Context: an optimization exercise on an open-source flow, tuned for small area, a short achievable clock period and few clock cycles per item. The choices shown serve that exercise and are no tape-out recipe.
The RTL was checked by simulation tests, not by an equivalence proof against the original design.
No activity file was given, so power comes from the tool's default toggle rates.

$ cat design/flow/design.v
module FGHI(
    input clk,
    input reset_n,
    input go,
    input [31 : 0] M_0,
    input [31 : 0] M_1,
    input [31 : 0] M_2,
    input [31 : 0] M_3,
    input [31 : 0] M_4,
    input [31 : 0] M_5,
    input [31 : 0] M_6,
    input [31 : 0] M_7,
    input [31 : 0] M_8,
    input [31 : 0] M_9,
    input [31 : 0] M_10,
    input [31 : 0] M_11,
    input [31 : 0] M_12,
    input [31 : 0] M_13,
    input [31 : 0] M_14,
    input [31 : 0] M_15,
    output reg valid,
    output reg [31 : 0] Oword_0,
    output reg [31 : 0] Oword_1,
    output reg [31 : 0] Oword_2,
    output reg [31 : 0] Oword_3
    );
reg          busy;        
reg [6 : 0]  j;           
reg [5 : 0]  n;           
reg [7 : 0]  xs;          
reg [31 : 0] f1, f0;      
reg          finq;        
reg [31 : 0] b, c, d;     
reg [31 : 0] P;           
reg [511 : 0] X;          
reg [3 : 0]  rl;          
reg [3 : 0]  rc;          
function [31 : 0] bk_add(input [31 : 0] u, input [31 : 0] v);
  reg [31 : 0] p, g, pp, gg;
  integer i, l;
  begin
    p = u ^ v;
    g = u & v;
    pp = p;
    gg = g;
    for (l = 1; l < 32; l = l * 2)
      for (i = 2 * l - 1; i < 32; i = i + 2 * l) begin
        gg[i] = gg[i] | (pp[i] & gg[i - l]);
        pp[i] = pp[i] & pp[i - l];
      end
    for (l = 8; l >= 1; l = l / 2)
      for (i = 3 * l - 1; i < 32; i = i + 2 * l) begin
        gg[i] = gg[i] | (pp[i] & gg[i - l]);
        pp[i] = pp[i] & pp[i - l];
      end
    bk_add = p ^ {gg[30 : 0], 1'b0};
  end
endfunction
wire         acc     = !busy && go;
wire         last    = j[6];
wire         busy_nx = acc || (busy && !last);
wire [6 : 0] j_nx    = acc ? 7'd0 : j + 7'd1;
wire [5 : 0] n_nx    = (busy && !last) ? n + 6'd1 : (acc ? 6'd1 : 6'd0);
reg [31 : 0] Kn;
reg [31 : 0] Xg;
reg [7 : 0]  xs_nx;
reg [31 : 0] f;
reg [31 : 0] t;
reg [31 : 0] r;
reg [31 : 0] r1;
reg [3 : 0]  rl_nx;
reg [3 : 0]  rc_nx;
always @(*) begin
  case (n)
    6'd0 : Kn = 32'hd76aa478;
    6'd1 : Kn = 32'he8c7b756;
    6'd2 : Kn = 32'h242070db;
    6'd3 : Kn = 32'hc1bdceee;
    6'd4 : Kn = 32'hf57c0faf;
    6'd5 : Kn = 32'h4787c62a;
    6'd6 : Kn = 32'ha8304613;
    6'd7 : Kn = 32'hfd469501;
    6'd8 : Kn = 32'h698098d8;
    6'd9 : Kn = 32'h8b44f7af;
    6'd10 : Kn = 32'hffff5bb1;
    6'd11 : Kn = 32'h895cd7be;
    6'd12 : Kn = 32'h6b901122;
    6'd13 : Kn = 32'hfd987193;
    6'd14 : Kn = 32'ha679438e;
    6'd15 : Kn = 32'h49b40821;
    6'd16 : Kn = 32'hf61e2562;
    6'd17 : Kn = 32'hc040b340;
    6'd18 : Kn = 32'h265e5a51;
    6'd19 : Kn = 32'he9b6c7aa;
    6'd20 : Kn = 32'hd62f105d;
    6'd21 : Kn = 32'h02441453;
    6'd22 : Kn = 32'hd8a1e681;
    6'd23 : Kn = 32'he7d3fbc8;
    6'd24 : Kn = 32'h21e1cde6;
    6'd25 : Kn = 32'hc33707d6;
    6'd26 : Kn = 32'hf4d50d87;
    6'd27 : Kn = 32'h455a14ed;
    6'd28 : Kn = 32'ha9e3e905;
    6'd29 : Kn = 32'hfcefa3f8;
    6'd30 : Kn = 32'h676f02d9;
    6'd31 : Kn = 32'h8d2a4c8a;
    6'd32 : Kn = 32'hfffa3942;
    6'd33 : Kn = 32'h8771f681;
    6'd34 : Kn = 32'h6d9d6122;
    6'd35 : Kn = 32'hfde5380c;
    6'd36 : Kn = 32'ha4beea44;
    6'd37 : Kn = 32'h4bdecfa9;
    6'd38 : Kn = 32'hf6bb4b60;
    6'd39 : Kn = 32'hbebfbc70;
    6'd40 : Kn = 32'h289b7ec6;
    6'd41 : Kn = 32'heaa127fa;
    6'd42 : Kn = 32'hd4ef3085;
    6'd43 : Kn = 32'h04881d05;
    6'd44 : Kn = 32'hd9d4d039;
    6'd45 : Kn = 32'he6db99e5;
    6'd46 : Kn = 32'h1fa27cf8;
    6'd47 : Kn = 32'hc4ac5665;
    6'd48 : Kn = 32'hf4292244;
    6'd49 : Kn = 32'h432aff97;
    6'd50 : Kn = 32'hab9423a7;
    6'd51 : Kn = 32'hfc93a039;
    6'd52 : Kn = 32'h655b59c3;
    6'd53 : Kn = 32'h8f0ccc92;
    6'd54 : Kn = 32'hffeff47d;
    6'd55 : Kn = 32'h85845dd1;
    6'd56 : Kn = 32'h6fa87e4f;
    6'd57 : Kn = 32'hfe2ce6e0;
    6'd58 : Kn = 32'ha3014314;
    6'd59 : Kn = 32'h4e0811a1;
    6'd60 : Kn = 32'hf7537e82;
    6'd61 : Kn = 32'hbd3af235;
    6'd62 : Kn = 32'h2ad7d2bb;
    6'd63 : Kn = 32'heb86d391;
  endcase
  case (j_nx[5 : 0])
    6'd0 : xs_nx = 8'd2;
    6'd1 : xs_nx = 8'd8;
    6'd2 : xs_nx = 8'd16;
    6'd3 : xs_nx = 8'd32;
    6'd4 : xs_nx = 8'd32;
    6'd5 : xs_nx = 8'd8;
    6'd6 : xs_nx = 8'd16;
    6'd7 : xs_nx = 8'd2;
    6'd8 : xs_nx = 8'd2;
    6'd9 : xs_nx = 8'd8;
    6'd10 : xs_nx = 8'd16;
    6'd11 : xs_nx = 8'd32;
    6'd12 : xs_nx = 8'd32;
    6'd13 : xs_nx = 8'd8;
    6'd14 : xs_nx = 8'd16;
    6'd15 : xs_nx = 8'd4;
    6'd16 : xs_nx = 8'd128;
    6'd17 : xs_nx = 8'd2;
    6'd18 : xs_nx = 8'd1;
    6'd19 : xs_nx = 8'd64;
    6'd20 : xs_nx = 8'd128;
    6'd21 : xs_nx = 8'd2;
    6'd22 : xs_nx = 8'd8;
    6'd23 : xs_nx = 8'd4;
    6'd24 : xs_nx = 8'd128;
    6'd25 : xs_nx = 8'd2;
    6'd26 : xs_nx = 8'd1;
    6'd27 : xs_nx = 8'd64;
    6'd28 : xs_nx = 8'd128;
    6'd29 : xs_nx = 8'd2;
    6'd30 : xs_nx = 8'd8;
    6'd31 : xs_nx = 8'd1;
    6'd32 : xs_nx = 8'd16;
    6'd33 : xs_nx = 8'd2;
    6'd34 : xs_nx = 8'd2;
    6'd35 : xs_nx = 8'd1;
    6'd36 : xs_nx = 8'd16;
    6'd37 : xs_nx = 8'd32;
    6'd38 : xs_nx = 8'd32;
    6'd39 : xs_nx = 8'd1;
    6'd40 : xs_nx = 8'd16;
    6'd41 : xs_nx = 8'd2;
    6'd42 : xs_nx = 8'd2;
    6'd43 : xs_nx = 8'd1;
    6'd44 : xs_nx = 8'd16;
    6'd45 : xs_nx = 8'd32;
    6'd46 : xs_nx = 8'd32;
    6'd47 : xs_nx = 8'd2;
    6'd48 : xs_nx = 8'd1;
    6'd49 : xs_nx = 8'd4;
    6'd50 : xs_nx = 8'd128;
    6'd51 : xs_nx = 8'd2;
    6'd52 : xs_nx = 8'd8;
    6'd53 : xs_nx = 8'd64;
    6'd54 : xs_nx = 8'd128;
    6'd55 : xs_nx = 8'd2;
    6'd56 : xs_nx = 8'd1;
    6'd57 : xs_nx = 8'd4;
    6'd58 : xs_nx = 8'd128;
    6'd59 : xs_nx = 8'd2;
    6'd60 : xs_nx = 8'd8;
    6'd61 : xs_nx = 8'd64;
    6'd62 : xs_nx = 8'd128;
    default : xs_nx = 8'd0;
  endcase
  Xg = {32{~j[0]}} ^ (({32{xs[0]}} & X[95 : 64])
     | ({32{xs[1]}} & X[191 : 160])
     | ({32{xs[2]}} & X[223 : 192])
     | ({32{xs[3]}} & X[351 : 320])
     | ({32{xs[4]}} & X[415 : 384])
     | ({32{xs[5]}} & X[447 : 416])
     | ({32{xs[6]}} & X[479 : 448])
     | ({32{xs[7]}} & X[511 : 480]));
  f = (b & f1) | (~b & f0);
  t = P + f;
  r1 = ({32{rl[0]}} & t)
     | ({32{rl[1]}} & {t[30 : 0], t[31 : 31]})
     | ({32{rl[2]}} & {t[29 : 0], t[31 : 30]})
     | ({32{rl[3]}} & {t[28 : 0], t[31 : 29]});
  r  = ({32{rc[0]}} & {r1[27 : 0], r1[31 : 28]})
     | ({32{rc[1]}} & {r1[22 : 0], r1[31 : 23]})
     | ({32{rc[2]}} & {r1[17 : 0], r1[31 : 18]})
     | ({32{rc[3]}} & {r1[11 : 0], r1[31 : 12]});
  case ({j_nx[5 : 4], j_nx[1 : 0]})
    4'd0 : begin rl_nx = 4'd8; rc_nx = 4'd1; end
    4'd1 : begin rl_nx = 4'd8; rc_nx = 4'd2; end
    4'd2 : begin rl_nx = 4'd8; rc_nx = 4'd4; end
    4'd3 : begin rl_nx = 4'd4; rc_nx = 4'd8; end
    4'd4 : begin rl_nx = 4'd2; rc_nx = 4'd1; end
    4'd5 : begin rl_nx = 4'd1; rc_nx = 4'd2; end
    4'd6 : begin rl_nx = 4'd1; rc_nx = 4'd4; end
    4'd7 : begin rl_nx = 4'd1; rc_nx = 4'd8; end
    4'd8 : begin rl_nx = 4'd1; rc_nx = 4'd1; end
    4'd9 : begin rl_nx = 4'd4; rc_nx = 4'd2; end
    4'd10 : begin rl_nx = 4'd4; rc_nx = 4'd4; end
    4'd11 : begin rl_nx = 4'd8; rc_nx = 4'd8; end
    4'd12 : begin rl_nx = 4'd4; rc_nx = 4'd1; end
    4'd13 : begin rl_nx = 4'd2; rc_nx = 4'd2; end
    4'd14 : begin rl_nx = 4'd2; rc_nx = 4'd4; end
    4'd15 : begin rl_nx = 4'd2; rc_nx = 4'd8; end
  endcase
end
wire [31 : 0] bo  = busy ? b : Oword_1;
wire [31 : 0] nb  = bo + r;
wire [31 : 0] fin = bk_add(Oword_0, b);
wire [31 : 0] F0o = (Oword_1 & Oword_2) | (~Oword_1 & Oword_3);
wire [31 : 0] Pn  = (busy ? d : Oword_0) + Kn + (busy ? Xg : F0o);
wire [31 : 0] c_nx = busy ? b : Oword_2;
wire [31 : 0] d_nx = busy ? c : Oword_3;
reg [31 : 0] f1_nx, f0_nx;
always @(*)
  case (j_nx[5 : 4])
    2'd0 : begin f1_nx = c_nx;           f0_nx = d_nx;           end
    2'd1 : begin f1_nx = c_nx | d_nx;    f0_nx = c_nx & ~d_nx;   end
    2'd2 : begin f1_nx = ~(c_nx ^ d_nx); f0_nx = c_nx ^ d_nx;    end
    2'd3 : begin f1_nx = ~c_nx;          f0_nx = ~(c_nx ^ d_nx); end
  endcase
always @(posedge clk) begin
  j    <= j_nx;
  xs   <= xs_nx;
  f1   <= busy ? f1_nx : M_0;
  f0   <= busy ? f0_nx : M_0;
  rl   <= rl_nx;
  rc   <= (reset_n && busy_nx) ? rc_nx : 4'd0;
  P    <= Pn;
  b    <= nb;
  c    <= c_nx;
  d    <= d_nx;
  if (acc)
    X <= ~{M_6, M_3, M_9, M_8, M_2, M_15, M_13, M_12, M_14, M_11, M_1, M_0, M_10, M_7, M_5, M_4};
  else
    X <= ~{X[31 : 0], X[511 : 32]};
  if (!reset_n) begin
    busy    <= 1'b0;
    valid   <= 1'b0;
    finq    <= 1'b0;
    n       <= 6'd0;
    Oword_0 <= 32'h67452301;
    Oword_1 <= 32'hefcdab89;
    Oword_2 <= 32'h98badcfe;
    Oword_3 <= 32'h10325476;
  end else begin
    busy <= busy_nx;
    n    <= n_nx;
    finq <= busy && !last && (j[5 : 0] >= 6'd60);
    if (acc)
      valid <= 1'b0;
    else if (busy && last)
      valid <= 1'b1;
    if (finq) begin
      Oword_0 <= Oword_3;
      Oword_1 <= fin;
      Oword_2 <= Oword_1;
      Oword_3 <= Oword_2;
    end
  end
end
endmodule
$ cat design/flow/standard.sh
#!/bin/bash
# synth_recipe.tcl (not shown) runs the flow's synth.tcl, then flattens the netlist and writes it again
# the make line also repeats each setting of config.mk as NAME=value (left out here)
make -C /OpenROAD-flow-scripts/flow DESIGN_CONFIG=/design/flow/config.mk WORK_HOME=/design/flow/orfs CLKGATE_MAP_FILE= SYNTH_SCRIPT=/design/flow/synth_recipe.tcl "${@:-finish}"
$ cat design/flow/flow/run.sh
#!/bin/bash
# Own layout flow: the standard ORFS flow, with two changes:
#  - the port buffers are the smallest buffer (buf_1) instead of ORFS's default pick;
#  - clock tree synthesis uses clkbuf_8, larger sink clusters and no dummy loads.
# The make run's full output goes to flow_make.log in the work folder.
set -euo pipefail
bash standard.sh \
  "BUFFER_PORTS_ARGS=-buffer_cell sky130_fd_sc_hd__buf_1" \
  "CTS_ARGS=-sink_clustering_enable -repair_clock_nets -dont_use_dummy_load -sink_clustering_size 14 -sink_clustering_max_diameter 60 -buf_list sky130_fd_sc_hd__clkbuf_8" \
  finish > flow_make.log 2>&1
$ cat design/flow/constraint.sdc
create_clock -name core_clock -period 10.0 [get_ports {clk}]
set_input_delay 2.0000 -clock core_clock [delete_from_list [all_inputs] [get_ports {clk}]]
set_output_delay 2.0000 -clock core_clock [all_outputs]
set_load 0.01 [all_outputs]
$ cat design/flow/config.mk
export PLATFORM = sky130hd
export DESIGN_NAME = FGHI
export DESIGN_NICKNAME = FGHI
export VERILOG_FILES = /design/flow/design.v
export SDC_FILE = /design/flow/constraint.sdc
export NUM_CORES = 4
export LEC_CHECK = 0
export ABC_AREA = 1
export CAP_MARGIN = 20
export CORE_MARGIN = 2
export CORE_UTILIZATION = 55
export PLACE_DENSITY = 0.75
export SETUP_SLACK_MARGIN = 5
export SLEW_MARGIN = 20
==> notes.md, run 1 <==
Die Y 286 um; VDD IR max 0.158 mV; Worst slew margin 0.251; Crit Path Category flip-flop to flip-flop; Leak Pwr 22.6 nW; CP max FO 32; Main synth FF type dfxtp_1; vias in the first global route 39000; skew final 0.135 ns; top sig layer met5; # hold bufs at CTS 0; fraction of layout cells with a size suffix above 1 0.0650; clock latency on the worst-skew pair 0.77 ns; post-synthesis sequential area ratio 0.394; top cell type's share of synthesized area 0.394; CTS max path bufs 3; crit path capture type flip-flop; Mapped Nets 6204; global-route wire length before repair 255 mm; CTS tree built; Final Max Tran Viols 0; Num CTS Buffers 80; EDFF count, synth 0; crit-path cells buf_8, inv_4, ha_1, nor2_1, nor2_1, o211ai_1, o32ai_2, inv_1, fa_1, inv_1, ha_1, a21oi_1, o21a_1, o21ai_0, nand2_1, nand3_1, a21o_1, nand2_1, nand3b_1, nand3b_1, nand2_1; setup TNS 0 ns; DR WL/cell 25.5 um; area leader, netlist dfxtp_1; status finished clean; I/O Buffers 643; setup violators final 0; type of the worst min-delay path flip-flop to flip-flop; core area 79000 um2; Clock transition at path regs 0.09 ns; Rows 103; DP Wirelength 140 mm; via count 41900; crit start category flip-flop; DIE WIDTH 286 um; Netlist cell types 62; fin cells 7007; Final ANT Viol Nets 0; residual DRC count 0; starting density of the core 0.555; Overall Global Routing Usage 0.421; clk root buf clkbuf_8; CTS sink cnt 864; Synth Cell Area 43900 um2; pwr/cell area 259 nW/um2; vias per inst 5.98; H-tree Lvls 3; post-synthesis instance total 5422; Final nets 6726; drt first pass iters 19; Worst EP required 10.63 ns; CP dominant cell by count nand2_1; Final GP Congestion 1.09; Filler cells 7148; die area 82100 um2; Worst Path Arrival 5.59 ns; placed cells 6902; initial antenna violation count 26; Tcrit/Tclk final 0.496; I/O Pins 644; RSZ-0062 raised after global routing yes; syn_area_per_cell 8.09 um2; delay-heaviest family, CP compound AO/OA/AOI/OAI gates; WL final 179 mm; most frequent cells in the layout nand2_1 (1005), dfxtp_1 (833), buf_1 (642); most common library cell in the layout ignoring fill and taps nand2_1; Overall Power 0.0126 W; Slew @ Worst Pin 1.12 ns; FFs w/ async S/R, synth 0; largest net degree at the start of global routing 160; routed wl met3 17.5 mm; Initial DRC Count 5117; met1 WL 68.2 mm; slowest CP cell fa_1; Worst path max stage delay 0.51 ns; Synth warnings 1; Area Overhead vs Synth 10.8%; Final Hold Viols 0; met2 WL 80.2 mm; Max Cap Viol 0; min cycle time layout 4.96 ns; Yosys reg bits 864; CP bufs+invs 4; GR Overflow Total 0; achievable frequency 202 MHz; dominant cells by area after synthesis dfxtp_1 (39%), mux2i_1 (11%), nand2_1 (8.7%)
==> layout make-up <==
cell class                 instances  area [um2]  area share
timing repair buffer             702        2920      0.0600
tap                             1050        1310      0.0270
sequential                       864       17400       0.357
inverter                         548        2080      0.0428
antenna                           15        37.5    0.000772
clock buffer                      80        1100      0.0226
multi-input combinational       3748       23800       0.490
==> where the power goes <==
group | switching, W | internal, W
logic | 0.00408 | 0.00206
clock network | 0.00118 | 0.000713
registers | 0.000440 | 0.00410
==> state kept, by name, summed over array words and instances (netlist names) <==
name and flops:
Oword_3 32, Oword_1 32, X 512, Oword_2 32, rl 4, rc 4, f0 32, b 32
c 32, P 32, d 32, f1 32, n 6, j 7, finq 1, xs 8
valid 1, Oword_0 32, busy 1
==> cell families after synthesis <==
kind of cell             count (synthesis)  share of synthesized area
AO/OA/AOI/OAI                         1148                      0.149
XOR/XNOR                                75                     0.0150
adder cells (fa/ha/maj)                267                     0.0847
buffers and inverters                  810                     0.0719
flip-flops                             864                      0.394
multiplexers                           506                      0.116
AND/OR/NAND/NOR                       1752                      0.169
==> routing by layer <==
metal	vias up	track usage
met2	2427	0.667
met5	-	0
met3	542	0.0833
li1	19300	-
met1	19600	0.529
met4	10	0.256
==> metrics by stage <==
stage,setup WS (ns),util,instance area (um2),hold slack (ns)
after floorplan,5.73,-,43900,0.391
after global placement,4.67,0.594,47000,0.393
after detailed placement,4.60,0.594,47000,0.397
after CTS,5.00,0.610,48200,0.331
after global routing,4.96,0.615,48600,0.347
final,5.04,0.615,48600,0.333
==> timing repair <==
| action | in CTS | in global routing |
|---|---|---|
| gates resized for setup | 41 | 92 |
| pin swaps | 4 | 9 |
| setup endpoints to repair | 25 | 173 |
| setup buffers | 6 | 4 |
==> cell usage after synthesis (16+ instances only) <==
| master | n |
|---|---|
| o31ai_1 | 16 |
| or2_2 | 35 |
| xor2_1 | 49 |
| nor3_1 | 60 |
| dfxtp_1 | 864 |
| o2111ai_1 | 17 |
| nand2_1 | 1014 |
| nand4_1 | 68 |
| inv_1 | 531 |
| mux2_2 | 31 |
| o21ai_1 | 18 |
| inv_2 | 16 |
| a21oi_1 | 342 |
| nor2_1 | 346 |
| buf_2 | 82 |
| o22ai_1 | 52 |
| fa_1 | 50 |
| ha_1 | 217 |
| nand3_1 | 161 |
| o221ai_1 | 28 |
| buf_1 | 27 |
| a22oi_1 | 16 |
| xnor2_1 | 26 |
| clkbuf_1 | 150 |
| mux2i_1 | 475 |
| a221oi_1 | 22 |
| o21ai_0 | 484 |
| o211ai_1 | 71 |
==> path summary, 6_finish.rpt <==
| path | to | cells past startpoint | from | slack [ns] |
|---|---|---|---|---|
| min reg2reg | X[117] | 1 | X[149] | 0.33 |
| min | X[117] | 1 | X[149] | 0.33 |
| max reg2reg | P[31] | 21 | n[2] | 5.04 |
| max | P[31] | 21 | n[2] | 5.04 |
Testbench counts, summed over its fixed seeds: cycles 8,448, items 128.
==> inputs of run 2 (changes only) <==
==> design/flow/flow/run.sh (replaced) <==
#!/bin/bash
# Own layout flow: the standard ORFS flow, with these changes:
#  - the port buffers are the smallest buffer (buf_1) instead of ORFS's default pick;
#  - clock tree synthesis uses clkbuf_8, larger sink clusters and no dummy loads;
#  - timing repair aims at a 3.5 ns period (setup slack margin 6.5 ns at the 10 ns clock).
# The make run's full output goes to flow_make.log in the work folder.
set -euo pipefail
bash standard.sh \
  "BUFFER_PORTS_ARGS=-buffer_cell sky130_fd_sc_hd__buf_1" \
  "CTS_ARGS=-sink_clustering_enable -repair_clock_nets -dont_use_dummy_load -sink_clustering_size 14 -sink_clustering_max_diameter 60 -buf_list sky130_fd_sc_hd__clkbuf_8" \
  "SETUP_SLACK_MARGIN=6.5" \
  finish > flow_make.log 2>&1
--- a/design/flow/config.mk
+++ b/design/flow/config.mk
@@ -8,7 +8,5 @@
 export ABC_AREA = 1
 export CAP_MARGIN = 20
 export CORE_MARGIN = 2
-export CORE_UTILIZATION = 55
-export PLACE_DENSITY = 0.75
-export SETUP_SLACK_MARGIN = 5
+export CORE_UTILIZATION = 50
 export SLEW_MARGIN = 20
==> run 2 against run 1 <==
Total power grew 15%. Register-to-register slack better by 0.31 ns. Maximum frequency up 6.7%. Wire length grew 3.1%. Critical endpoint is now b[25].
==> notes.md, run 2 <==
global-route wire length before repair 262 mm (+2.6%); starting density of the core 0.505 (-0.0504); vias in the first global route 40300 (+3.3%); die area 90100 um2 (+9.9%); Max Cap Viol 0 (unchanged); WL final 184 mm (+3.1%); Die Y 300 um (+4.8%); top-count cell post-synth nand2_1; Slew @ Worst Pin 1.09 ns (-0.0291 ns); pwr/cell area 268 nW/um2 (+3.5%); DIE WIDTH 300 um (+4.8%); core area 86900 um2 (+10%); Final GP Congestion 1.02 (-6.2%); residual DRC count 0 (unchanged); initial antenna violation count 36 (+38%); CTS max path bufs 3 (unchanged); Final ANT Viol Nets 0 (unchanged); VDD IR max 0.148 mV (-6.3%); type of the worst min-delay path flip-flop to flip-flop; worst setup margin 5.35 ns (+0.311 ns); Mapped Nets 6204 (unchanged); top cell type's share of synthesized area 0.394 (unchanged); Initial DRC Count 4157 (-19%); max reg flops 512 (unchanged); I/O Pins 644 (unchanged); Area Overhead vs Synth 23.5%; Final Max Tran Viols 0 (unchanged); Worst Path Arrival 5.23 ns (-0.36 ns); setup violators final 0 (unchanged); Worst path max stage delay 0.43 ns (-0.08 ns); skew final 0.111 ns (-0.0236 ns); GR Overflow Total 0 (unchanged); CTS tree built; Overall Power 0.0145 W (+15%); setup TNS 0 ns (unchanged); crit start category flip-flop; RSZ-0062 raised after global routing yes; vias per inst 5.82 (-2.7%); CTS sink cnt 864 (unchanged); post-synthesis sequential area ratio 0.394 (unchanged); Main synth FF type dfxtp_1; Post-Place Worst Slack 4.48 ns (-0.120 ns); Overall Global Routing Usage 0.390 (-0.0309); crit path capture type flip-flop; CP dominant cell by count nand2_1; clock latency on the worst-skew pair 0.77 ns (about the same); slowest CP cell ha_4; Final Hold Viols 0 (unchanged); FFs w/ async S/R, synth 0 (unchanged); Netlist cell types 62 (unchanged); post-synthesis instance total 5422 (unchanged); CP max FO 4 (-88%); most frequent cells in the layout nand2_1 (903), dfxtp_1 (814), buf_1 (639); Crit Path Category flip-flop to flip-flop; most common library cell in the layout ignoring fill and taps nand2_1; dominant cells by area after synthesis dfxtp_1 (39%), mux2i_1 (11%), nand2_1 (8.7%); syn_area_per_cell 8.09 um2 (unchanged); Leak Pwr 24.6 nW (+8.7%); Num CTS Buffers 82 (+2.5%); Filler cells 7723 (+8.0%); achievable frequency 215 MHz (+6.7%); Synth top cells by count nand2_1 (1014), dfxtp_1 (864), inv_1 (531); DP Wirelength 136 mm (-3.0%); Worst EP required 10.58 ns (-0.05 ns); Rows 108 (+4.9%); Tcrit/Tclk final 0.465 (-0.0311); DR WL/cell 25.1 um (-1.4%); EDFF count, synth 0 (unchanged); Worst slew margin 0.263 (+0.0127); clk root buf clkbuf_8; Clock transition at path regs 0.09 ns (about the same); Top reg by flops X; largest net degree at the start of global routing 141 (-12%); area leader, netlist dfxtp_1; H-tree Lvls 3 (unchanged); Synth warnings 1 (unchanged); status finished clean; Synth Cell Area 43900 um2 (unchanged); Yosys reg bits 864 (unchanged); fraction of layout cells with a size suffix above 1 0.173 (+0.108); via count 42600 (+1.8%); drt first pass iters 6 (-13); min cycle time layout 4.65 ns (-0.311 ns); Final nets 6938 (+3.2%); I/O Buffers 643 (unchanged)
==> run 2: cell count changes in the layout (fill, tap and decap cells not counted), moves of 29 or more <==
cell     before  now
inv_1       523  483
ha_4          3   69
nand2_4       1   32
nand3_1     158  120
inv_2        16   45
a21oi_2      18   50
buf_6         4   39
ha_1        206  136
buf_4        51  190
o21ai_0     471  436
nand2_2      22   91
nand2_1    1005  903
nor2_1      340  307
a21oi_1     324  273
==> run 2: kinds of logic (layout without fill, tap and decap cells) <==
family / count (synthesis) / after routing / share of synthesized area
AND/OR/NAND/NOR: 1752 / 1753 / 0.169
buffers and inverters: 810 / 1541 / 0.0719
multiplexers: 506 / 506 / 0.116
XOR/XNOR: 75 / 75 / 0.0150
adder cells (fa/ha/maj): 267 / 267 / 0.0847
AO/OA/AOI/OAI: 1148 / 1148 / 0.149
flip-flops: 864 / 864 / 0.394
other: 0 / 19 / 0
==> run 2: per-stage QoR <==
stage / utilization / instances / hold slack (ns) / cell area (um2)
2_1_floorplan: - / 5422 / 0.391 / 44400
6_report: 0.624 / 7328 / 0.354 / 54200
5_1_grt: 0.624 / 7323 / 0.377 / 54200
3_3_place_gp: 0.548 / 7012 / 0.391 / 47700
3_5_place_dp: 0.548 / 7012 / 0.397 / 47700
4_1_cts: 0.606 / 7249 / 0.347 / 52700
==> run 2: routing by layer <==
metal	wire, um	vias to the layer above	share of wire	track usage
li1	-	19700	-	-
met1	73200	20400	0.40	0.498
met2	85000	2027	0.46	0.636
met3	16400	455	0.089	0.0796
met4	9240	24	0.050	0.171
met5	152	-	0.00083	0
==> run 2: worst paths after layout <==
kind,start,to,slack [ns],depth (start not counted)
max,b[0],b[25],5.35,28
min,X[146],X[114],0.35,1
max reg2reg,b[0],b[25],5.35,28
min reg2reg,X[146],X[114],0.35,1
==> run 2: timing repair <==
item	CTS	global route
pin swaps	158	112
setup endpoints to repair	423	79
hold buffers	0	0
gates resized for setup	587	226
setup buffers	149	58
gates cloned	6	2
==> run 2: where the power goes <==
part / total (W) / switching [W] / internal (W)
sequential: 0.00450 / 0.000389 / 0.00411
combinational: 0.00810 / 0.00489 / 0.00321
clock: 0.00190 / 0.00117 / 0.000730
total: 0.0145 / 0.00646 / 0.00805
==> run 2: cell type report <==
type	instances	area (um2)	area share
multi-input cells	3749	26900	0.496
repair buffers	911	5130	0.0946
flip-flops and latches	864	17400	0.321
inverters	548	2140	0.0395
clock buffers	82	1130	0.0208
well taps	1155	1450	0.0267
diodes	19	47.5	0.000877
==> run 2: critical path, delay by kind of cell, from the launching register on <==
kind	cells	cell delay [ns]
multiplexers	1	0.25
buffers and inverters	3	0.38
adder cells (fa/ha/maj)	3	0.98
AND/OR/NAND/NOR	18	2.04
flip-flops	1	0.34
AO/OA/AOI/OAI	3	0.52
==> inputs of run 3 (changes only) <==
--- a/design/flow/design.v
+++ b/design/flow/design.v
@@ -248,8 +248,9 @@
 wire [31 : 0] c_nx = busy ? b : Oword_2;
 wire [31 : 0] d_nx = busy ? c : Oword_3;
 reg [31 : 0] f1_nx, f0_nx;
+wire [6 : 0] j_inc = j + 7'd1;       
 always @(*)
-  case (j_nx[5 : 4])
+  case (j_inc[5 : 4])
     2'd0 : begin f1_nx = c_nx;           f0_nx = d_nx;           end
     2'd1 : begin f1_nx = c_nx | d_nx;    f0_nx = c_nx & ~d_nx;   end
     2'd2 : begin f1_nx = ~(c_nx ^ d_nx); f0_nx = c_nx ^ d_nx;    end
==> design/flow/flow/run.sh (replaced) <==
#!/bin/bash
# Own layout flow: the standard ORFS flow, with these changes:
#  - synthesis leaves adders to ABC (no full/half-adder cell extraction, ADDER_MAP_FILE empty);
#    registers and everything else in synthesis are as in the standard synthesis;
#  - the port buffers are the smallest buffer (buf_1) instead of ORFS's default pick;
#  - clock tree synthesis uses clkbuf_8, sink clusters of 14 and no dummy loads;
#  - timing repair aims at a 4.0 ns period (setup slack margin 6.0 ns at the 10 ns clock).
# The make run's full output goes to flow_make.log in the work folder.
set -euo pipefail
bash standard.sh \
  "ADDER_MAP_FILE=" \
  "BUFFER_PORTS_ARGS=-buffer_cell sky130_fd_sc_hd__buf_1" \
  "CTS_ARGS=-sink_clustering_enable -repair_clock_nets -dont_use_dummy_load -sink_clustering_size 14 -sink_clustering_max_diameter 60 -buf_list sky130_fd_sc_hd__clkbuf_8" \
  "SETUP_SLACK_MARGIN=6.0" \
  finish > flow_make.log 2>&1
--- a/design/flow/config.mk
+++ b/design/flow/config.mk
@@ -8,5 +8,6 @@
 export ABC_AREA = 1
 export CAP_MARGIN = 20
 export CORE_MARGIN = 2
-export CORE_UTILIZATION = 50
+export CORE_UTILIZATION = 55
+export PLACE_DENSITY = 0.75
 export SLEW_MARGIN = 20
==> run 3 against run 2 <==
Combinational power decreased by 23%. Worst hold slack got worse by 0.015 ns. Utilization increased by 0.12 points. Synthesized cell count increased by 21%. Die area decreased by 5.7%. Cell area decreased by 5.5%. Register-to-register slack improved by 0.74 ns. Clock skew increased by 0.063 ns. First-iteration DRC count increased by 33%. Critical endpoint is now b[27]. Largest cell class unchanged.
==> notes.md, run 3 <==
status finished clean; Final GP Congestion 1.06 (+4.5%); vias in the first global route 44000 (+9.2%); Overall Global Routing Usage 0.441 (+0.0517); Worst EP required 10.61 ns (+0.03 ns); Sw Pwr 0.00598 W (-7.4%); Clk pwr share 0.151 (+0.020); Mapped Nets 7051 (+14%); DR WL/cell 23.9 um (-4.7%); post-synthesis sequential area ratio 0.380 (-0.0140); Reg power frac 0.361 (+0.051); WL final 196 mm (+6.6%); Hold Path Origin X[366]; initial antenna violation count 45 (+25%); Synth Cell Area 45500 um2 (+3.7%); Rows 105 (-2.8%); setup violators final 0 (unchanged); CP max FO 4 (unchanged); Netlist cell types 69 (+11%); Final Max Tran Viols 0 (unchanged); DP Wirelength 153 mm (+13%); Crit Path Category flip-flop to flip-flop; type of the worst min-delay path flip-flop to flip-flop; Worst slew margin 0.249 (-0.0144); VDD IR max 0.164 mV (+10%); Max Cap Viol 0 (unchanged); CTS sink cnt 864 (unchanged); Net Sw Frac 0.471 (+0.0259); FFs w/ async S/R, synth 0 (unchanged); Worst path max stage delay 0.46 ns (+0.03 ns); Final Hold Viols 0 (unchanged); setup TNS 0 ns (unchanged); syn_area_per_cell 6.96 um2 (-14%); CP bufs+invs 3 (unchanged); EDFF count, synth 0 (unchanged); global-route wire length before repair 281 mm (+7.2%); Initial DRC Count 5520 (+33%); # hold bufs at CTS 0 (unchanged); Final ANT Viol Nets 0 (unchanged); delay-heaviest family, CP simple AND/OR/NAND/NOR gates; Critical Path Source b[6]; crit path capture type flip-flop; min cycle time layout 3.91 ns (-0.738 ns); Synth top cells by count nand2_1 (1745), dfxtp_1 (864), inv_1 (665); top-count cell post-synth nand2_1; GR Overflow Total 0 (unchanged); RSZ-0062 raised after global routing yes; residual DRC count 0 (unchanged); drt first pass iters 9 (+3); area leader, netlist dfxtp_1; fin util 0.625 (+0.00119); most common library cell in the layout ignoring fill and taps nand2_1; Area Overhead vs Synth 12.6%; achievable frequency 256 MHz (+19%); cell count along the critical path 27 (-3.6%); starting density of the core 0.555 (+0.0499); H-tree Lvls 3 (unchanged); clock latency on the worst-skew pair 0.81 ns (+0.04 ns); clk root buf clkbuf_8; Final nets 7600 (+9.5%); Top reg by flops X; Internal 0.00671 W (-17%); I/O Pins 644 (unchanged); Tcrit/Tclk final 0.391 (-0.0738); fraction of layout cells with a size suffix above 1 0.0880 (-0.0849); dominant cells by area after synthesis dfxtp_1 (38%), nand2_1 (14%), mux2i_1 (9.9%); crit start category flip-flop; Yosys reg bits 864 (unchanged); CTS tree built; post-synthesis instance total 6536 (+21%); Num CTS Buffers 81 (-1.2%); DIE WIDTH 292 um (-2.9%); Worst Path Arrival 4.52 ns (-0.71 ns); Overall Power 0.0127 W (-12%); Comb power frac 0.489 (-0.070); Reg2Reg Launch Point b[6]; CP dominant cell by count nand2_1; Leak Pwr 25.0 nW (+1.6%); pwr/cell area 248 nW/um2 (-7.4%); Clock transition at path regs 0.10 ns (about the same); top cell type's share of synthesized area 0.380 (-0.0140); max reg flops 512 (unchanged); slowest CP cell dfxtp_4; CTS max path bufs 3 (unchanged); Synth warnings 1 (unchanged); Main synth FF type dfxtp_1; Die Y 292 um (-2.9%); Hold Path Depth 1 (unchanged); vias per inst 5.85 (+0.65%); via count 48000 (+13%); worst r2r path cells 27 (-3.6%); most frequent cells in the layout nand2_1 (1675), dfxtp_1 (828), inv_1 (658); Slew @ Worst Pin 1.11 ns (+0.0214 ns); core area 82000 um2 (-5.7%); die area 85000 um2 (-5.7%); skew final 0.175 ns (+0.0635 ns); largest net degree at the start of global routing 151 (+7.1%); I/O Buffers 643 (unchanged)
run 3: logic make-up (layout without fill, tap and decap cells):
kind of cell           after synthesis  count (layout)  synth area share
AND/OR/NAND/NOR                   2997            2997             0.279
buffers and inverters              958            1505            0.0803
XOR/XNOR                            88              88            0.0171
flip-flops                         864             864             0.380
multiplexers                       452             452            0.0995
AO/OA/AOI/OAI                     1177            1177             0.143
other                                0              44                 0
run 3: metal layers:
| metal | GRT usage | share of wire |
|---|---|---|
| met4 | 0.294 | 0.076 |
| met5 | 0 | 0 |
| met1 | 0.538 | 0.38 |
| met2 | 0.701 | 0.45 |
| met3 | 0.0977 | 0.10 |
run 3: per-stage QoR:
stage / hold slack [ns] / std cells / worst slack [ns] / cell area (um2)
floorplan: 0.391 / 6536 / 6.45 / 45500
global placement: 0.392 / 8038 / 5.16 / 48600
detailed placement: 0.398 / 8038 / 5.07 / 48600
CTS: 0.335 / 8126 / 5.93 / 50000
global route: 0.355 / 8188 / 5.91 / 51200
finish: 0.340 / 8197 / 6.09 / 51200
run 3: cell type report:
cell class,instances,area [um2]
diodes,44,110
clock buffers,81,1110
fillers,7761,30700
inverters,702,2690
multi-input cells,4714,25400
flip-flops and latches,864,17400
well taps,1070,1340
repair buffers,721,3230
repair inverters,1,5.00
run 3: worst paths after layout:
| kind | end | slack [ns] |
|---|---|---|
| worst min register to register | X[334] | 0.34 |
| worst max-delay path | b[27] | 6.09 |
| worst min-delay path | X[334] | 0.34 |
| worst max register to register | b[27] | 6.09 |
run 3: power by group through the flow:
stage               clock network, W  logic, W  registers, W
floorplan                          0   0.00388       0.00435
CTS                          0.00190   0.00564       0.00453
global route                 0.00203   0.00671       0.00462
global placement                   0   0.00549       0.00459
finish                       0.00191   0.00620       0.00458
detailed placement                 0   0.00554       0.00460
run 3: timing repair:
action / 4_1_cts / 5_1_grt
resized for setup: 57 / 316
pin swaps: 3 / 32
endpoints found under the setup margin: 74 / 179
buffers inserted: 7 / 25
gates cloned: 0 / 2
Testbench counts of run 3, summed over its fixed seeds: cycles 8,448, items 128.
==> inputs of run 4 (changes only) <==
==> design/flow/flow/run.sh (replaced) <==
#!/bin/bash
# Own layout flow: the standard ORFS flow, with these changes:
#  - synthesis leaves adders to ABC (no full/half-adder cell extraction, ADDER_MAP_FILE empty);
#    registers and everything else in synthesis are as in the standard synthesis;
#  - the port buffers are the smallest buffer (buf_1) instead of ORFS's default pick;
#  - clock tree synthesis uses clkbuf_8, sink clusters of 14 and no dummy loads;
#  - timing repair aims at a 3.85 ns period (setup slack margin 6.15 ns at the 10 ns clock).
# The make run's full output goes to flow_make.log in the work folder.
set -euo pipefail
bash standard.sh \
  "ADDER_MAP_FILE=" \
  "BUFFER_PORTS_ARGS=-buffer_cell sky130_fd_sc_hd__buf_1" \
  "CTS_ARGS=-sink_clustering_enable -repair_clock_nets -dont_use_dummy_load -sink_clustering_size 14 -sink_clustering_max_diameter 60 -buf_list sky130_fd_sc_hd__clkbuf_8" \
  "SETUP_SLACK_MARGIN=6.15" \
  finish > flow_make.log 2>&1
==> run 4 against run 3 <==
Die area stayed put. Total power increased by 3.0%. Flip-flop and latch count stayed put. Critical path type is now input port to flip-flop. Via count rose by 0.82%. Register-to-register slack gained 0.17 ns. Utilization increased by 1.2 points.
==> notes.md, run 4 <==
status finished clean; Worst path max stage delay 0.50 ns (+0.04 ns); global-route wire length before repair 281 mm (+0.23%); fraction of layout cells with a size suffix above 1 0.113 (+0.0249); drt first pass iters 10 (+1); crit path capture type flip-flop; setup TNS 0 ns (unchanged); Final Max Tran Viols 0 (unchanged); Area Overhead vs Synth 14.8%; DP Wirelength 153 mm (unchanged); CTS sink cnt 864 (unchanged); top-count cell post-synth nand2_1; clock latency on the worst-skew pair 0.80 ns (about the same); DIE WIDTH 292 um (unchanged); Final ANT Viol Nets 0 (unchanged); most common library cell in the layout ignoring fill and taps nand2_1; Synth Cell Area 45500 um2 (unchanged); via count 48400 (+0.82%); Netlist cell types 69 (unchanged); Max Cap Viol 0 (unchanged); Final Hold Viols 0 (unchanged); Worst Path Arrival 4.41 ns (-0.11 ns); Mapped Nets 7051 (unchanged); I/O Buffers 643 (unchanged); I/O Pins 644 (unchanged); die area 85000 um2 (unchanged); skew final 0.169 ns (-0.00551 ns); Num CTS Buffers 81 (unchanged); Synth top cells by count nand2_1 (1745), dfxtp_1 (864), inv_1 (665); Hold Crit Endpoint X[334]; Crit Path Category input port to flip-flop; residual DRC count 0 (unchanged); most frequent cells in the layout nand2_1 (1599), dfxtp_1 (827), inv_1 (651); crit-path cells clkbuf_2, buf_6, clkinv_4, buf_4, nor3_1, inv_1, a21oi_1; Post-Synth Simple-Gate Area 0.279 (unchanged); Post-Place Worst Slack 5.07 ns (unchanged); WL final 197 mm (+0.48%); Die Y 292 um (unchanged); min cycle time layout 3.76 ns (-0.151 ns); top cell type's share of synthesized area 0.380 (unchanged); Initial DRC Count 5735 (+3.9%); Worst slew margin 0.231 (-0.0179); area share of fa/ha/maj cells after synthesis 0 (unchanged); Rows 105 (unchanged); post-synthesis xor/xnor area fraction 0.0171 (unchanged); met3 usage 0.101 (+0.00335); H-tree Lvls 3 (unchanged); slowest CP cell buf_6; Synth warnings 1 (unchanged); Overall Power 0.0131 W (+3.0%); dominant cells by area after synthesis dfxtp_1 (38%), nand2_1 (14%), mux2i_1 (9.9%); pwr/cell area 250 nW/um2 (+1.0%); mux contribution to synthesized area 0.0995 (unchanged); met2 Use GR 0.702 (+0.00168); largest family of logic cells by synthesized area simple AND/OR/NAND/NOR gates; Final nets 7630 (+0.39%); r2r setup slk 6.26 ns (+0.17 ns); vias in the first global route 44100 (+0.32%); max reg flops 512 (unchanged); GR Overflow Total 0 (unchanged); worst r2r dst P[25]; CTS tree built; DR WL/cell 24.0 um (+0.14%); post-synthesis sequential area ratio 0.380 (unchanged); Slew @ Worst Pin 1.15 ns (+0.0386 ns); area leader, netlist dfxtp_1; CP max FO 69 (+65); Tcrit/Tclk final 0.376 (-0.0151); setup violators final 0 (unchanged); Final GP Congestion 1.06 (unchanged); post-synthesis instance total 6536 (unchanged); EDFF count, synth 0 (unchanged); Top reg by flops X; RSZ-0062 raised after global routing yes; largest net degree at the start of global routing 151 (unchanged); Yosys reg bits 864 (unchanged); type of the worst min-delay path flip-flop to flip-flop; initial antenna violation count 44 (-2.2%); achievable frequency 266 MHz (+4.0%); core area 82000 um2 (unchanged); FFs w/ async S/R, synth 0 (unchanged); Overall Global Routing Usage 0.443 (+0.00134); starting density of the core 0.555 (unchanged); # hold bufs at CTS 0 (unchanged); clk root buf clkbuf_8; Main synth FF type dfxtp_1; CTS max path bufs 3 (unchanged); VDD IR max 0.165 mV (+0.56%); met1 usage 0.536 (-0.00118); vias per inst 5.88 (+0.48%); Hold Path Origin X[366]; crit start category input port; Worst EP required 10.65 ns (+0.04 ns); Reg2Reg Launch Point n[0]; worst setup margin 6.24 ns (+0.151 ns); Compound-Gate Fraction of Synth Area 0.143 (unchanged); Clock transition at path regs 0.10 ns (about the same); Hold Path Depth 1 (unchanged); syn_area_per_cell 6.96 um2 (unchanged); worst r2r path cells 24 (-11%); GRT busiest layer met2; Leak Pwr 25.3 nW (+1.2%)
run 4: changes by cell type in the layout (fill, tap and decap cells not counted), sizes merged:
cell	change
inv	-2
clkinvlp	+1
nand2	+1
diode	-2
buf	+29
clkinv	+1
run 4: cell families after synthesis:
logic type             Yosys count
AND/OR/NAND/NOR               2997
AO/OA/AOI/OAI                 1177
flip-flops                     864
multiplexers                   452
XOR/XNOR                        88
buffers and inverters          958
run 4: worst max-delay path by stage:
| stage | start | to | slack [ns] | cells after the start |
|---|---|---|---|---|
| floorplan | go | X[498] | 6.45 | 5 |
| global placement | reset_n | n[0] | 5.16 | 7 |
| detailed placement | reset_n | n[0] | 5.07 | 7 |
| CTS | n[0] | P[22] | 6.13 | 21 |
| global route | b[8] | b[30] | 6.04 | 27 |
| finish | reset_n | n[3] | 6.24 | 7 |
run 4: power by group:
part	internal (W)	switching, W	total [W]
Combinational	0.00208	0.00451	0.00659
Sequential	0.00410	0.000486	0.00458
Clock	0.000721	0.00118	0.00190
Total	0.00689	0.00618	0.0131
run 4: area by class of cell:
class,instances,area (um2)
Timing Repair Buffer,750,3470
Antenna cell,42,105
Fill cell,7637,29800
Clock buffer,81,1110
Sequential cell,864,17400
Inverter,702,2700
Tap cell,1070,1340
Timing Repair inverter,1,7.51
Multi-Input combinational cell,4715,26100
run 4: metrics by stage:
| step | instance area (um2) | hold WS [ns] | std cells | utilization |
|---|---|---|---|---|
| floorplan | 45500 | 0.391 | 6536 | - |
| global placement | 48600 | 0.392 | 8038 | 0.593 |
| detailed placement | 48600 | 0.398 | 8038 | 0.593 |
| CTS | 50200 | 0.335 | 8135 | 0.613 |
| global route | 52200 | 0.355 | 8217 | 0.637 |
| finish | 52200 | 0.344 | 8225 | 0.637 |
run 4: per-layer routing:
layer / vias up / wire, um / part of all wire
met5: - / 0 / 0
met4: 0 / 15500 / 0.079
met3: 639 / 21100 / 0.11
met2: 2911 / 88000 / 0.45
met1: 22300 / 72500 / 0.37
li1: 22500 / - / -
run 4: worst max-delay path: cells and delay by family:
family	cells	cell delay, ns
compound gates	1	0.16
buf+inv	5	1.73
simple gates	1	0.36
run 4: timing repair:
| action | CTS | global route |
|---|---|---|
| cloned | 0 | 3 |
| setup endpoints to repair | 136 | 186 |
| pin swaps | 4 | 65 |
| resized for setup | 123 | 469 |
| buffers inserted | 16 | 45 |
==> inputs of run 5 (changes only) <==
--- a/design/flow/design.v
+++ b/design/flow/design.v
@@ -59,8 +59,9 @@
 wire         acc     = !busy && go;
 wire         last    = j[6];
 wire         busy_nx = acc || (busy && !last);
-wire [6 : 0] j_nx    = acc ? 7'd0 : j + 7'd1;
-wire [5 : 0] n_nx    = (busy && !last) ? n + 6'd1 : (acc ? 6'd1 : 6'd0);
+wire [6 : 0] j_nx    = busy ? j + 7'd1 : 7'd0;
+wire [5 : 0] n_nx    = busy ? n + 6'd1 : 6'd1;
+wire [5 : 0] kn      = busy ? n : 6'd0;   
 reg [31 : 0] Kn;
 reg [31 : 0] Xg;
 reg [7 : 0]  xs_nx;
@@ -71,7 +72,7 @@
 reg [3 : 0]  rl_nx;
 reg [3 : 0]  rc_nx;
 always @(*) begin
-  case (n)
+  case (kn)
     6'd0 : Kn = 32'hd76aa478;
     6'd1 : Kn = 32'he8c7b756;
     6'd2 : Kn = 32'h242070db;
@@ -267,7 +268,7 @@
   b    <= nb;
   c    <= c_nx;
   d    <= d_nx;
-  if (acc)
+  if (!busy)
     X <= ~{M_6, M_3, M_9, M_8, M_2, M_15, M_13, M_12, M_14, M_11, M_1, M_0, M_10, M_7, M_5, M_4};
   else
     X <= ~{X[31 : 0], X[511 : 32]};
@@ -282,7 +283,7 @@
     Oword_3 <= 32'h10325476;
   end else begin
     busy <= busy_nx;
-    n    <= n_nx;
+    n    <= n_nx;   
     finq <= busy && !last && (j[5 : 0] >= 6'd60);
     if (acc)
       valid <= 1'b0;
==> design/flow/flow/run.sh (replaced) <==
#!/bin/bash
# Own layout flow: the standard ORFS flow, with these changes:
#  - synthesis leaves adders to ABC (no full/half-adder cell extraction, ADDER_MAP_FILE empty);
#    registers and everything else in synthesis are as in the standard synthesis;
#  - the port buffers are the smallest buffer (buf_1) instead of ORFS's default pick;
#  - clock tree synthesis uses clkbuf_8, sink clusters of 14 and no dummy loads;
#  - timing repair aims at a 4.0 ns period (setup slack margin 6.0 ns at the 10 ns clock).
# The make run's full output goes to flow_make.log in the work folder.
set -euo pipefail
bash standard.sh \
  "ADDER_MAP_FILE=" \
  "BUFFER_PORTS_ARGS=-buffer_cell sky130_fd_sc_hd__buf_1" \
  "CTS_ARGS=-sink_clustering_enable -repair_clock_nets -dont_use_dummy_load -sink_clustering_size 14 -sink_clustering_max_diameter 60 -buf_list sky130_fd_sc_hd__clkbuf_8" \
  "SETUP_SLACK_MARGIN=6.0" \
  finish > flow_make.log 2>&1
==> run 5 against run 4 <==
Total power increased by 6.0%. Clock skew decreased by 0.022 ns. Combinational power increased by 11%. Maximum frequency decreased by 5.9%. Sequential power decreased by 0.9%. Die area decreased by 0.84%. Non-clock buffer count increased by 53. Critical path type is now flip-flop to flip-flop. Largest cell class unchanged. Highest routed layer is now met5.
==> notes.md, run 5 <==
post-synthesis instance total 6462 (-1.1%); type of the worst min-delay path flip-flop to flip-flop; Top reg by flops X; Tcrit/Tclk final 0.400 (+0.0235); Synth warnings 1 (unchanged); Synth Cell Area 45100 um2 (-0.85%); achievable frequency 250 MHz (-5.9%); CP max FO 4 (-94%); Final nets 7610 (-0.26%); via count 52200 (+7.9%); area leader, netlist dfxtp_1; setup violators final 0 (unchanged); clk root buf clkbuf_8; Crit Path Category flip-flop to flip-flop; Max Cap Viol 0 (unchanged); DIE WIDTH 290 um (-0.42%); Final Cell Area 53100 um2 (+1.7%); met2 WL 96.0 mm (+9.2%); largest net degree at the start of global routing 106 (-30%); I/O Pins 644 (unchanged); top-count cell post-synth nand2_1; core area 81600 um2 (-0.48%); fraction of layout cells with a size suffix above 1 0.134 (+0.0208); Die Y 290 um (-0.42%); worst setup margin 6.00 ns (-0.235 ns); CTS max path bufs 3 (unchanged); DR WL/cell 29.1 um (+22%); status finished clean; crit start category flip-flop; Final GP Congestion 1.11 (+4.4%); drt first pass iters 20 (+10); most common library cell in the layout ignoring fill and taps nand2_1; most frequent cells in the layout nand2_1 (1583), dfxtp_1 (816), buf_1 (642); H-tree Lvls 3 (unchanged); Num CTS Buffers 84 (+3.7%); Final Max Tran Viols 0 (unchanged); skew final 0.147 ns (-0.0222 ns); Yosys reg bits 864 (unchanged); CTS tree built; die area 84300 um2 (-0.84%); EDFF count, synth 0 (unchanged); vias per inst 6.37 (+8.3%); Overall Power 0.0139 W (+6.0%); Mapped Nets 6977 (-1.0%); post-synthesis sequential area ratio 0.383 (+0.00326); max reg flops 512 (unchanged); Leak Pwr 24.4 nW (-3.7%); routed wl met3 34.2 mm (+62%); Area Overhead vs Synth 17.8%; Synth top cells by count nand2_1 (1819), dfxtp_1 (864), inv_1 (635); met1 WL 77.5 mm (+6.8%); DP Wirelength 181 mm (+18%); CTS sink cnt 864 (unchanged); global-route wire length before repair 331 mm (+18%); dominant cells by area after synthesis dfxtp_1 (38%), nand2_1 (15%), mux2i_1 (10%); Netlist cell types 60 (-13%); VDD IR max 0.175 mV (+6.2%); clock latency on the worst-skew pair 0.81 ns (about the same); Initial DRC Count 7796 (+36%); FFs w/ async S/R, synth 0 (unchanged); pwr/cell area 261 nW/um2 (+4.2%); Clock transition at path regs 0.10 ns (about the same); fin util 0.651 (+0.0142); Final Hold Viols 0 (unchanged); RSZ-0062 raised after global routing yes; Worst EP required 10.62 ns (-0.03 ns); initial antenna violation count 50 (+14%); min cycle time layout 4.00 ns (+0.235 ns); Worst Path Arrival 4.61 ns (+0.20 ns); Rows 105 (unchanged); GR Overflow Total 0 (unchanged); setup TNS 0 ns (unchanged); vias in the first global route 49100 (+11%); Overall Global Routing Usage 0.539 (+0.0968); Post-Place Worst Slack 4.53 ns (-0.543 ns); starting density of the core 0.553 (-0.00206); WL final 239 mm (+21%); Worst slew margin 0.135 (-0.0959); top cell type's share of synthesized area 0.383 (+0.00326); syn_area_per_cell 6.98 um2 (+0.29%); crit path capture type flip-flop; Final ANT Viol Nets 0 (unchanged); Area after DPL 48200 um2 (-0.83%); residual DRC count 0 (unchanged); Main synth FF type dfxtp_1; Slew @ Worst Pin 1.28 ns (+0.130 ns); top sig layer met5; I/O Buffers 643 (unchanged)
## run 5: cell count changes in the layout (fill, tap and decap cells not counted), moves of 18 or more
| cell | previous run | this run |
|---|---|---|
| buf_4 | 79 | 129 |
| a21boi_0 | 4 | 27 |
| o21ai_0 | 505 | 429 |
| nand2_4 | 21 | 55 |
| a221oi_1 | 14 | 32 |
| nor2_1 | 469 | 407 |
| nand3_1 | 327 | 306 |
| inv_1 | 651 | 611 |
## run 5: layout make-up
| class | instances | area [um2] |
|---|---|---|
| repair buffers | 803 | 3960 |
| repair inverters | 1 | 7.51 |
| clock buffers | 84 | 1160 |
| inverters | 666 | 2570 |
| fillers | 6835 | 28500 |
| diodes | 32 | 80.1 |
| multi-input cells | 4675 | 26600 |
| well taps | 1070 | 1340 |
| flip-flops and latches | 864 | 17400 |
## run 5: metrics by stage
| stage | cells | hold slack (ns) |
|---|---|---|
| finish | 8195 | 0.366 |
| global route | 8171 | 0.391 |
| CTS | 8099 | 0.364 |
| detailed placement | 7977 | 0.399 |
| global placement | 7976 | 0.392 |
| floorplan | 6462 | 0.391 |
## run 5: worst max-delay path, stage by stage (launching register included)
cell and delay [ns]:
dfxtp_4 0.41, inv_1 0.08, nand2_2 0.09, nand3_4 0.12, o21ai_4 0.32, buf_4 0.20, nand3_1 0.12, nand3_2 0.14
nand2_1 0.12, nand3_1 0.15, nand2_2 0.15, nand3_1 0.13, nand2_2 0.12, nor2_4 0.12, nor2_1 0.06, nor2_2 0.22
nand3b_1 0.22, nand2_2 0.21, nor2_4 0.06, a21oi_1 0.17, nand2_2 0.11, nand2_1 0.09, nand2_2 0.08, buf_4 0.15
xnor2_1 0.23
## run 5: kinds of logic (layout without fill, tap and decap cells)
logic type	Yosys count	count (layout)	synth area share
AOI/OAI and AO/OA	1166	1166	0.146
xor gates and xnor gates	95	95	0.0188
buffers and inverters	923	1554	0.0798
DFF	864	864	0.383
muxes	450	450	0.0999
other	0	32	0
and+or+nand+nor	2964	2964	0.272
## run 5: timing repair
item | CTS | global route
pin swaps | 31 | 82
setup buffers | 35 | 62
hold buffers | 0 | 0
gates resized for setup | 335 | 530
setup endpoints to repair | 82 | 75
cloned | 3 | 2
## run 5: power by group
part | switching, W | total, W | internal, W
Clock | 0.00124 | 0.00199 | 0.000746
Combinational | 0.00510 | 0.00733 | 0.00223
Sequential | 0.000542 | 0.00454 | 0.00400
## run 5: final timing paths
| check | start | endpoint | slack, ns | cells past startpoint |
|---|---|---|---|---|
| setup / recovery | b[0] | b[15] | 6.00 | 24 |
| hold reg to reg | X[315] | X[283] | 0.37 | 1 |
| setup reg to reg | b[0] | b[15] | 6.00 | 24 |
| hold / removal | X[315] | X[283] | 0.37 | 1 |
## run 5: layer usage
metal / GRT usage / vias to the layer above
met5: 0 / -
met4: 0.538 / 32
met3: 0.222 / 1652
met2: 0.792 / 4496
met1: 0.578 / 23600
li1: - / 22400
Testbench counts of run 5, summed over its fixed seeds: cycles 8,448, items 128.

==> re-timing with driven ports <==
How much do the figures lean on ideal ports? The routed layouts below were timed once more, with nothing changed but the port constraints.
Step 1 assumes that a clkbuf_16 drives the clock port and a buf_2 every other input.
Step 2 also shifts input and output timing later by t, the mid clock arrival at the registers, as if the neighbouring blocks saw the same clock.
Three values: ideal, step 1, step 2; two values: the first two.
run	t, ns	setup WS [ns]	clock arrival spread, ns
run 1	0.759	5.039 / 5.039 / 4.351	0.135 / 0.136
run 2	0.766	5.350 / 5.350 / 5.350	0.114 / 0.114
run 3	0.783	6.089 / 6.089 / 5.460	0.180 / 0.179
run 4	0.783	6.240 / 6.258 / 5.496	0.171 / 0.170
run 5	0.794	6.005 / 6.005 / 5.889	0.152 / 0.151
After both steps setup and hold are still met in every run listed. The setup slack of run 4, which loses most, moves by +0.018 ns with the drivers and by -0.744 ns with both steps.
